What follows belongs to an exercise in optimizing a design on an open flow for small area, a short achievable clock period and few clock cycles per item; a production flow would make more cautious choices.
For this run, only the layout was checked, not whether the RTL still works.
No activity file was given, so power comes from the tool's default toggle rates.

$ cat design/flow/config.mk
export PLATFORM = sky130hd
export DESIGN_NAME = SHA256
export DESIGN_NICKNAME = SHA256
export VERILOG_FILES = /design/flow/design.v
export SDC_FILE = /design/flow/constraint.sdc
export NUM_CORES = 4
export LEC_CHECK = 0
export CAP_MARGIN = 20
export CORE_MARGIN = 2
export CORE_UTILIZATION = 40
export SLEW_MARGIN = 20
$ cat design/flow/constraint.sdc
create_clock -name core_clock -period 10.0 [get_ports {clk}]
set_input_delay 2.0000 -clock core_clock [delete_from_list [all_inputs] [get_ports {clk}]]
set_output_delay 2.0000 -clock core_clock [all_outputs]
set_load 0.01 [all_outputs]
$ cat design/flow/design.v
`timescale 1ns / 1ps
module SHA256(
clk,
rst_n,
valid_in,
valid_out,
message,
Hash_result);
input clk, rst_n, valid_in;
input [439:0] message;
output reg valid_out;
output reg [255:0] Hash_result;
reg [1:0] next_state,state;
reg [6:0] count;
reg [31:0] a_temp, b_temp, c_temp, d_temp, e_temp, f_temp, g_temp, h_temp;
reg [31:0] k;
reg [511:0] chunk;
reg [31:0] mreg_0, mreg_1, mreg_2, mreg_3, mreg_4, mreg_5, mreg_6, mreg_7, mreg_8, mreg_9, mreg_10, mreg_11, mreg_12, mreg_13, mreg_14, mreg_15;
wire [31:0] sigma_0, sigma_1, cap_sigma_0, cap_sigma_1, maj, ch;
parameter H0 = 32'h6a09e667;
parameter H1 = 32'hbb67ae85;
parameter H2 = 32'h3c6ef372;
parameter H3 = 32'ha54ff53a;
parameter H5 = 32'h9b05688c;
parameter H4 = 32'h510e527f;
parameter H6 = 32'h1f83d9ab;
parameter H7 = 32'h5be0cd19;
parameter K0 = 32'h428a2f98;
parameter K1 = 32'h71374491;
parameter K2 = 32'hb5c0fbcf;
parameter K3 = 32'he9b5dba5;
parameter K4 = 32'h3956c25b;
parameter K5 = 32'h59f111f1;
parameter K6 = 32'h923f82a4;
parameter K7 = 32'hab1c5ed5;
parameter K8 = 32'hd807aa98;
parameter K9 = 32'h12835b01;
parameter K10 = 32'h243185be;
parameter K11 = 32'h550c7dc3;
parameter K12 = 32'h72be5d74;
parameter K13 = 32'h80deb1fe;
parameter K14 = 32'h9bdc06a7;
parameter K15 = 32'hc19bf174;
parameter K16 = 32'he49b69c1;
parameter K17 = 32'hefbe4786;
parameter K18 = 32'h0fc19dc6;
parameter K19 = 32'h240ca1cc;
parameter K20 = 32'h2de92c6f;
parameter K21 = 32'h4a7484aa;
parameter K22 = 32'h5cb0a9dc;
parameter K23 = 32'h76f988da;
parameter K24 = 32'h983e5152;
parameter K25 = 32'ha831c66d;
parameter K26 = 32'hb00327c8;
parameter K27 = 32'hbf597fc7;
parameter K28 = 32'hc6e00bf3;
parameter K29 = 32'hd5a79147;
parameter K30 = 32'h06ca6351;
parameter K31 = 32'h14292967;
parameter K32 = 32'h27b70a85;
parameter K33 = 32'h2e1b2138;
parameter K34 = 32'h4d2c6dfc;
parameter K35 = 32'h53380d13;
parameter K36 = 32'h650a7354;
parameter K37 = 32'h766a0abb;
parameter K38 = 32'h81c2c92e;
parameter K39 = 32'h92722c85;
parameter K40 = 32'ha2bfe8a1;
parameter K41 = 32'ha81a664b;
parameter K42 = 32'hc24b8b70;
parameter K43 = 32'hc76c51a3;
parameter K44 = 32'hd192e819;
parameter K45 = 32'hd6990624;
parameter K46 = 32'hf40e3585;
parameter K47 = 32'h106aa070;
parameter K48 = 32'h19a4c116;
parameter K49 = 32'h1e376c08;
parameter K50 = 32'h2748774c;
parameter K51 = 32'h34b0bcb5;
parameter K52 = 32'h391c0cb3;
parameter K53 = 32'h4ed8aa4a;
parameter K54 = 32'h5b9cca4f;
parameter K55 = 32'h682e6ff3;
parameter K56 = 32'h748f82ee;
parameter K57 = 32'h78a5636f;
parameter K58 = 32'h84c87814;
parameter K59 = 32'h8cc70208;
parameter K60 = 32'h90befffa;
parameter K61 = 32'ha4506ceb;
parameter K62 = 32'hbef9a3f7;
parameter K63 = 32'hc67178f2;
parameter PADDING = 'd0;
parameter COMPUTE = 'd1;
parameter IDLE = 'd2;
always@(next_state)begin   
	case(next_state)
		IDLE:  state = IDLE;
		COMPUTE:  state = COMPUTE;
		default:  state = IDLE;
	endcase
end
always@(posedge clk or negedge rst_n)begin
	if(!rst_n)begin
		next_state <= IDLE;
	end
	else begin
		if(next_state == IDLE && valid_in)begin
			next_state <= COMPUTE;
		end
      	else if(next_state == COMPUTE && count == 'd64)begin
			next_state <= IDLE;
		end
		else begin
			next_state <= next_state;
		end
	end
end
assign sigma_0 = ({a_temp[1:0], a_temp[31:2]}) ^ ({a_temp[12:0], a_temp[31:13]}) ^ ({a_temp[21:0], a_temp[31:22]});
assign sigma_1 = ({e_temp[5:0], e_temp[31:6]}) ^ ({e_temp[10:0], e_temp[31:11]}) ^ ({e_temp[24:0], e_temp[31:25]});
assign maj = (a_temp & b_temp) ^ (a_temp & c_temp) ^ (b_temp & c_temp);
assign ch = (e_temp & f_temp) ^ (~e_temp & g_temp);
assign cap_sigma_0 = {mreg_1[6:0], mreg_1[31:7]} ^ {mreg_1[17:0], mreg_1[31:18]} ^ (mreg_1[31:0] >> 2'b11) ;
  assign cap_sigma_1 = {mreg_14[16:0], mreg_14[31:17]} ^ {mreg_14[18:0], mreg_14[31:19]} ^ (mreg_14[31:0] >> 4'b1010);
always@(posedge clk or negedge rst_n)begin		 
	if(!rst_n)begin
		count <= 'd0;
	end
	else begin
		if(state == COMPUTE)begin
			count <= count + 'd1;
		end
		else begin
			count <= 0;
		end
	end
end
always@(posedge clk or negedge rst_n)begin		 
	if(!rst_n)begin
		chunk <= 'd0;
	end
	else begin
		if(state == IDLE && valid_in)begin
          chunk <= {message[408:0], {8'b10000000}, {55'b0,9'b110111000}, {32'b0}};
		end
		else if(state == IDLE)begin
			chunk <= chunk;
		end
		else begin
			chunk <= chunk << 'd32;
		end
	end
end
always@(posedge clk or negedge rst_n)begin		 
	if(!rst_n)begin
		a_temp <= 'd0;
		b_temp <= 'd0;
		c_temp <= 'd0;
		d_temp <= 'd0;
		e_temp <= 'd0;
		f_temp <= 'd0;
		g_temp <= 'd0;
		h_temp <= 'd0;
	end
	else begin
		if(state == IDLE)begin
			a_temp <= H0;
			b_temp <= H1;
			c_temp <= H2;
			d_temp <= H3;
			e_temp <= H4;
			f_temp <= H5;
			g_temp <= H6;
			h_temp <= H7;
		end
		else if(state == COMPUTE)begin
			a_temp <= h_temp + sigma_1 + ch + k + mreg_15 + sigma_0 + maj; 	 
			b_temp <= a_temp;
			c_temp <= b_temp;
			d_temp <= c_temp;
			e_temp <= d_temp + h_temp + sigma_1 + ch + k + mreg_15;		 
			f_temp <= e_temp;
			g_temp <= f_temp;
			h_temp <= g_temp;
		end
		else begin
			a_temp <= a_temp;
			b_temp <= b_temp;
			c_temp <= c_temp;
			d_temp <= d_temp;
			e_temp <= e_temp;
			f_temp <= f_temp;
			g_temp <= g_temp;
			h_temp <= h_temp;
		end
	end
end
always@(*)begin		 
	case(count)
		0: k = K0;
		1: k = K1;
		2: k = K2;
		3: k = K3;
		4: k = K4;
		5: k = K5;
		6: k = K6;
		7: k = K7;
		8: k = K8;
		9: k = K9;
		10: k = K10;
		11: k = K11;
		12: k = K12;
		13: k = K13;
		14: k = K14;
		15: k = K15;
		16: k = K16;
		17: k = K17;
		18: k = K18;
		19: k = K19;
		20: k = K20;
		21: k = K21;
		22: k = K22;
		23: k = K23;
		24: k = K24;
		25: k = K25;
		26: k = K26;
		27: k = K27;
		28: k = K28;
		29: k = K29;
		30: k = K30;
		31: k = K31;
		32: k = K32;
		33: k = K33;
		34: k = K34;
		35: k = K35;
		36: k = K36;
		37: k = K37;
		38: k = K38;
		39: k = K39;
		40: k = K40;
		41: k = K41;
		42: k = K42;
		43: k = K43;
		44: k = K44;
		45: k = K45;
		46: k = K46;
		47: k = K47;
		48: k = K48;
		49: k = K49;
		50: k = K50;
		51: k = K51;
		52: k = K52;
		53: k = K53;
		54: k = K54;
		55: k = K55;
		56: k = K56;
		57: k = K57;
		58: k = K58;
		59: k = K59;
		60: k = K60;
		61: k = K61;
		62: k = K62;
		63: k = K63;
		default: k = 32'd0;
	endcase
end
always@(posedge clk or negedge rst_n)begin		 
	if(!rst_n)begin
      	valid_out <= 'd0;
		Hash_result <= 'd0;
	end
	else begin
      if(state == COMPUTE && count == 'd64)begin
          	valid_out <= 'd1;
			Hash_result <= {H0 + a_temp, H1 + b_temp, H2 + c_temp, H3 + d_temp, H4 + e_temp, H5 + f_temp, H6 + g_temp, H7 + h_temp};
        end
      	else begin
          	valid_out <= 'd0;
			Hash_result <= 'd0;
        end
	end
end
always@(posedge clk or negedge rst_n)begin		 
	if(!rst_n)begin
		mreg_15 <= 'd0;
		mreg_14 <= 'd0;
		mreg_13 <= 'd0;
		mreg_12 <= 'd0;
		mreg_11 <= 'd0;
		mreg_10 <= 'd0;
		mreg_9 <= 'd0;
		mreg_8 <= 'd0;
		mreg_7 <= 'd0;
		mreg_6 <= 'd0;
		mreg_5 <= 'd0;
		mreg_4 <= 'd0;
		mreg_3 <= 'd0;
		mreg_2 <= 'd0;
		mreg_1 <= 'd0;
		mreg_0 <= 'd0;
	end
	else begin
      if(state== IDLE  && valid_in)begin
        mreg_15 <= message[439:408];
			mreg_14 <= mreg_15;
			mreg_13 <= mreg_14;
			mreg_12 <= mreg_13;
			mreg_11 <= mreg_12;
			mreg_10 <= mreg_11;
			mreg_9 <= mreg_10;
			mreg_8 <= mreg_9;
			mreg_7 <= mreg_8;
			mreg_6 <= mreg_7;
			mreg_5 <= mreg_6;
			mreg_4 <= mreg_5;
			mreg_3 <= mreg_4;
			mreg_2 <= mreg_3;
			mreg_1 <= mreg_2;
			mreg_0 <= mreg_1;
		end
      else if((count < 15 && state == COMPUTE))begin
			mreg_15 <= chunk[511:480];
			mreg_14 <= mreg_15;
			mreg_13 <= mreg_14;
			mreg_12 <= mreg_13;
			mreg_11 <= mreg_12;
			mreg_10 <= mreg_11;
			mreg_9 <= mreg_10;
			mreg_8 <= mreg_9;
			mreg_7 <= mreg_8;
			mreg_6 <= mreg_7;
			mreg_5 <= mreg_6;
			mreg_4 <= mreg_5;
			mreg_3 <= mreg_4;
			mreg_2 <= mreg_3;
			mreg_1 <= mreg_2;
			mreg_0 <= mreg_1;
		end
      else if(count >= 15 && state == COMPUTE)begin
			mreg_15 <= (mreg_0 + cap_sigma_0 + mreg_9 + cap_sigma_1);
			mreg_14 <= mreg_15;
			mreg_13 <= mreg_14;
			mreg_12 <= mreg_13;
			mreg_11 <= mreg_12;
			mreg_10 <= mreg_11;
			mreg_9 <= mreg_10;
			mreg_8 <= mreg_9;
			mreg_7 <= mreg_8;
			mreg_6 <= mreg_7;
			mreg_5 <= mreg_6;
			mreg_4 <= mreg_5;
			mreg_3 <= mreg_4;
			mreg_2 <= mreg_3;
			mreg_1 <= mreg_2;
			mreg_0 <= mreg_1;
		end
		else begin
			mreg_15 <= mreg_15;
			mreg_14 <= mreg_14;
			mreg_13 <= mreg_13;
			mreg_12 <= mreg_12;
			mreg_11 <= mreg_11;
			mreg_10 <= mreg_10;
			mreg_9 <= mreg_9;
			mreg_8 <= mreg_8;
			mreg_7 <= mreg_7;
			mreg_6 <= mreg_6;
			mreg_5 <= mreg_5;
			mreg_4 <= mreg_4;
			mreg_3 <= mreg_3;
			mreg_2 <= mreg_2;
			mreg_1 <= mreg_1;
			mreg_0 <= mreg_0;
		end
	end
end
endmodule
$ cat design/flow/run.sh
#!/bin/bash
# synth_recipe.tcl (not shown) runs the flow's synth.tcl, then flattens the netlist and writes it again
# the make line also repeats each setting of config.mk as NAME=value (left out here)
make -C /OpenROAD-flow-scripts/flow DESIGN_CONFIG=/design/flow/config.mk WORK_HOME=/design/flow/orfs CLKGATE_MAP_FILE= SYNTH_SCRIPT=/design/flow/synth_recipe.tcl finish
==> metrics.yaml <==
die:
  ioPinCount: 700
  die_x_um: 443
  num_rows: 161
  start_util_pct: 40.1
  die_h_um: 443
  dieArea_mm2: 0.196
  coreArea_mm2: 0.192
grt:
  grt_overflow_total: 0
  grt_start_max_net_pins: 288
  grt_pass1_wl_um: 412000
  grt_pass1_vias: 58100
  antenna_found_initial: 66
  grtUsageTotal_pct: 28.8
setup_path:
  critPathBufInv: 3
  cp-start-kind: "register"
  reg2reg_depth: 24
  criticalPathCategory: "register to register"
  path_cells: "buf_4 > clkinv_1 > ha_1 > nand2_1 > nand3_1 > o21ai_0 > o211a_1 > or4_1 > fa_1 > fa_1 > fa_1 > inv_1 > ha_1 > ha_1 > fa_1 > a211oi_1 > o21ai_1 > a21oi_1 > o41ai_2 > a41oi_1 > or3_1 > a21boi_1 > o31ai_1 > mux2i_1"
  crit_top_cell: "fa_1"
  worst-path-max-fanout: 22
  cp.depth: 24
  worstReg2RegEnd: "a_temp[29]$_DFF_PN0_"
  r2r_start: "count[0]$_DFF_PN0_"
  required_ns: 10.76
  crit_arrival_ns: 9.18
  cpPeakStageDelay_ns: 0.90
  rrSetupSlack_ns: 1.58
  slowest_stage: "ha_1"
  cp-end-kind: "register"
  cpLargestDelayFamily: "adder cells"
outcome:
  status: "complete, no violations"
synthesis:
  synth.avg_cell_area_um2: 9.57
  ys_async_sr_fraction_pct: 100
  synth_edf_count: 0
  netlist_area_mm2: 0.0770
  synth_area_leaders: "dfrtp_1, nand2_1, fa_1"
  ys_seq_area_share_pct: 47.0
  ys_types: 84
  synth_top_area_share_pct: 47.0
  yosysWarnings: 1
  ys_seq_elements: 1446
  synth.largest_area_cell: "dfrtp_1"
  postSynthCellCount: 8043
  synth_fp_nets: 8947
  synth_ff_type: "dfrtp_1"
clock_network:
  numCtsBuffers: 161
  post_cts_buffers: 0
  cts_max_level: 4
  clock-sinks: 1446
  cts_hold_buf: 0
  cts_tree: "done"
  insertion_delay_ns: 0.86
  cts_resized: 0
  clockBufferDepth: 3
  clkTransAtPathRegs_ns: 0.06
  cts_root_buffer: "clkbuf_16"
final_layout:
  reg_top3: "chunk: 412 flops, Hash_result: 256 flops"
  largest_register_ffs: 412
  drive_above_1_share_pct: 4.54
  nFillCells: 18200
  final_area_mm2: 0.0917
  nets: 9386
  regMostFlops: "chunk"
  synthToLayoutAreaGrowth_pct: 19.2
  fin_util_pct: 47.8
run:
  cap_viol_max_count: 0
sta:
  worst_slew_pin_slew_ns: 1.23
  whs_ns: 0.454
  rsz0062_at_grt: "false"
  slew_headroom_pct: 15.5
  setup_viol_count_final: 0
  setup_ws_ns: 1.58
  finalSetupTns_ns: 0
  fin_skew_ns: 0.0685
  layout_worst_path_cycle_share_pct: 84.2
  period_needed_ns: 8.42
  finalHoldViolCount: 0
  fmax_mhz: 119
  final_max_slew_viol_count: 0
pwr:
  p_per_area_mw_per_mm2: 194
  power.leakage_nw: 42.1
  peakVddDrop_v: 0.000223
route:
  drc_errors: 0
  wl_per_cell_um: 25.5
  drt_iter0_drc: 6025
  firstDrtPassIters: 6
  wirelength_um: 285000
  routed_via_density: 5.27
  antenna_left: 0
  vias: 58900
min_path:
  hold_class: "register to register"
  holdPathStages: 2
  holdPathEnd: "mreg_1[11]$_DFFE_PN0P_"
  worstHoldStart: "mreg_2[11]$_DFFE_PN0P_"
placed_design:
  port_buffers: 699
  place_area_mm2: 0.0860
  pre_cts_ws_ns: 1.81
  hpwl_um: 219000
  gp_congestion: 1.02
## report_power, final
group / internal (mW) / switching [mW] / leakage (nW)
Sequential: 6.33 / 0.421 / 18.0
Combinational: 1.94 / 2.89 / 21.3
Clock: 3.62 / 2.60 / 2.73
## worst register-to-register path, stage by stage, from the launching register on
cell and delay, ns:
dfrtp_1 0.32, buf_4 0.28, clkinv_1 0.51, ha_1 0.90, nand2_1 0.34, nand3_1 0.20
o21ai_0 0.10, o211a_1 0.21, or4_1 0.68, fa_1 0.59, fa_1 0.44, fa_1 0.49
inv_1 0.04, ha_1 0.28, ha_1 0.21, fa_1 0.49, a211oi_1 0.33, o21ai_1 0.19
a21oi_1 0.41, o41ai_2 0.19, a41oi_1 0.38, or3_1 0.20, a21boi_1 0.07, o31ai_1 0.28
mux2i_1 0.21
## worst max path at each step
stage,end,start
finish,a_temp[29]$_DFF_PN0_,count[0]$_DFF_PN0_
global route,a_temp[29]$_DFF_PN0_,count[0]$_DFF_PN0_
detailed placement,a_temp[29]$_DFF_PN0_,count[0]$_DFF_PN0_
global placement,a_temp[29]$_DFF_PN0_,count[0]$_DFF_PN0_
floorplan,a_temp[29]$_DFF_PN0_,count[0]$_DFF_PN0_
CTS,a_temp[29]$_DFF_PN0_,count[0]$_DFF_PN0_
## per-layer routing
layer  up-vias  GRT usage (%)  routed length (um)
met5         -              0                 357
met4        52           12.1               12400
met3       414           6.77               21300
met2      2053           42.4              125000
met1     29600           40.7              126000
li1      26800              -                   -
## metrics by stage
step | total power [mW] | cells
6_report | 17.8 | 11200
5_1_grt | 18.7 | 11200
4_1_cts | 17.9 | 11100
3_5_place_dp | 11.6 | 10800
3_3_place_gp | 11.5 | 10800
2_1_floorplan | 9.88 | 8043
## synth_stat cells (8+ instances only)
| cell | number |
|---|---|
| xnor2_1 | 345 |
| o21bai_1 | 9 |
| o211a_1 | 9 |
| fa_1 | 337 |
| nor2b_1 | 25 |
| clkbuf_1 | 461 |
| nand4_1 | 11 |
| a211oi_1 | 38 |
| o21ai_1 | 21 |
| o21ai_0 | 650 |
| or2_2 | 13 |
| inv_1 | 597 |
| or3_1 | 33 |
| mux2i_1 | 453 |
| a211o_1 | 8 |
| a21oi_1 | 215 |
| a22oi_1 | 8 |
| and2_1 | 107 |
| and3_1 | 32 |
| a31oi_1 | 46 |
| nand2b_1 | 129 |
| o31ai_1 | 24 |
| o21a_1 | 28 |
| o211ai_1 | 22 |
| nor3_1 | 71 |
| nor4_1 | 14 |
| nand2_1 | 1856 |
| a21o_1 | 48 |
| nand3_1 | 61 |
| xor2_1 | 166 |
| a311oi_1 | 13 |
| nor2_1 | 424 |
| ha_1 | 124 |
| mux2_2 | 9 |
| dfrtp_1 | 1445 |
| maj3_1 | 29 |
| buf_1 | 32 |
## cells in the final DEF, fill, tap and decap left out, drive strengths merged, types with 48 or more instances in the layout
cell           count
nand2           1856
fa               337
nand2b           129
clkbuf           229
a21oi            216
xor2             166
xnor2            345
mux2i            453
o21ai            671
ha               124
inv              601
nor2             424
buf               76
dfrtp           1445
clkdlybuf4s50    697
nor3              72
nand3             61
and2             107
a21o              48
## cells by family (layout without fill, tap and decap cells)
kind of cell	after synthesis	count (layout)	synth area share (%)
buf+inv	1097	1667	5.36
fa+ha+maj	490	490	11.2
flops	1446	1446	47.0
compound gates	1225	1225	9.21
mux	466	466	6.14
simple gates	2808	2808	15.3
other cells	0	31	0
xor+xnor	511	511	5.82
## cell type report
cell class / instances / area, um^2 / share of cell area [%]
multi-input combinational: 5500 / 36700 / 40.0
inverter: 600 / 2250 / 2.46
tap: 2526 / 3160 / 3.45
antenna: 31 / 77.6 / 0.0846
sequential: 1446 / 36200 / 39.5
clock buffer: 229 / 4630 / 5.05
timing repair buffer: 773 / 7740 / 8.44
clock inverter: 65 / 965 / 1.05

-- port drivers added, routing unchanged --
The flow's constraints put no driver on any port. The routed layout listed below was extracted and timed again, unchanged, in two steps.
Step 1 assumes that a clkbuf_16 drives the clock port and a buf_2 every other input.
Step 2, shift: input delay + t, output delay - t, t = (earliest + latest rising clock arrival at the registers) / 2. This alone moves slack from input paths to output paths.
Three values: ideal ports, drivers, drivers and shift; two values: the first two.
t, ns: 0.922
slack for setup (ns): 1.581 / 1.581 / 1.581
worst setup path after step 2: register to register
worst slew at a driven data input, ns: 0.18
After both steps this run still meets setup and hold. For this run, drivers alone change the setup slack by 0.000 ns; drivers and shift together by 0.000 ns.
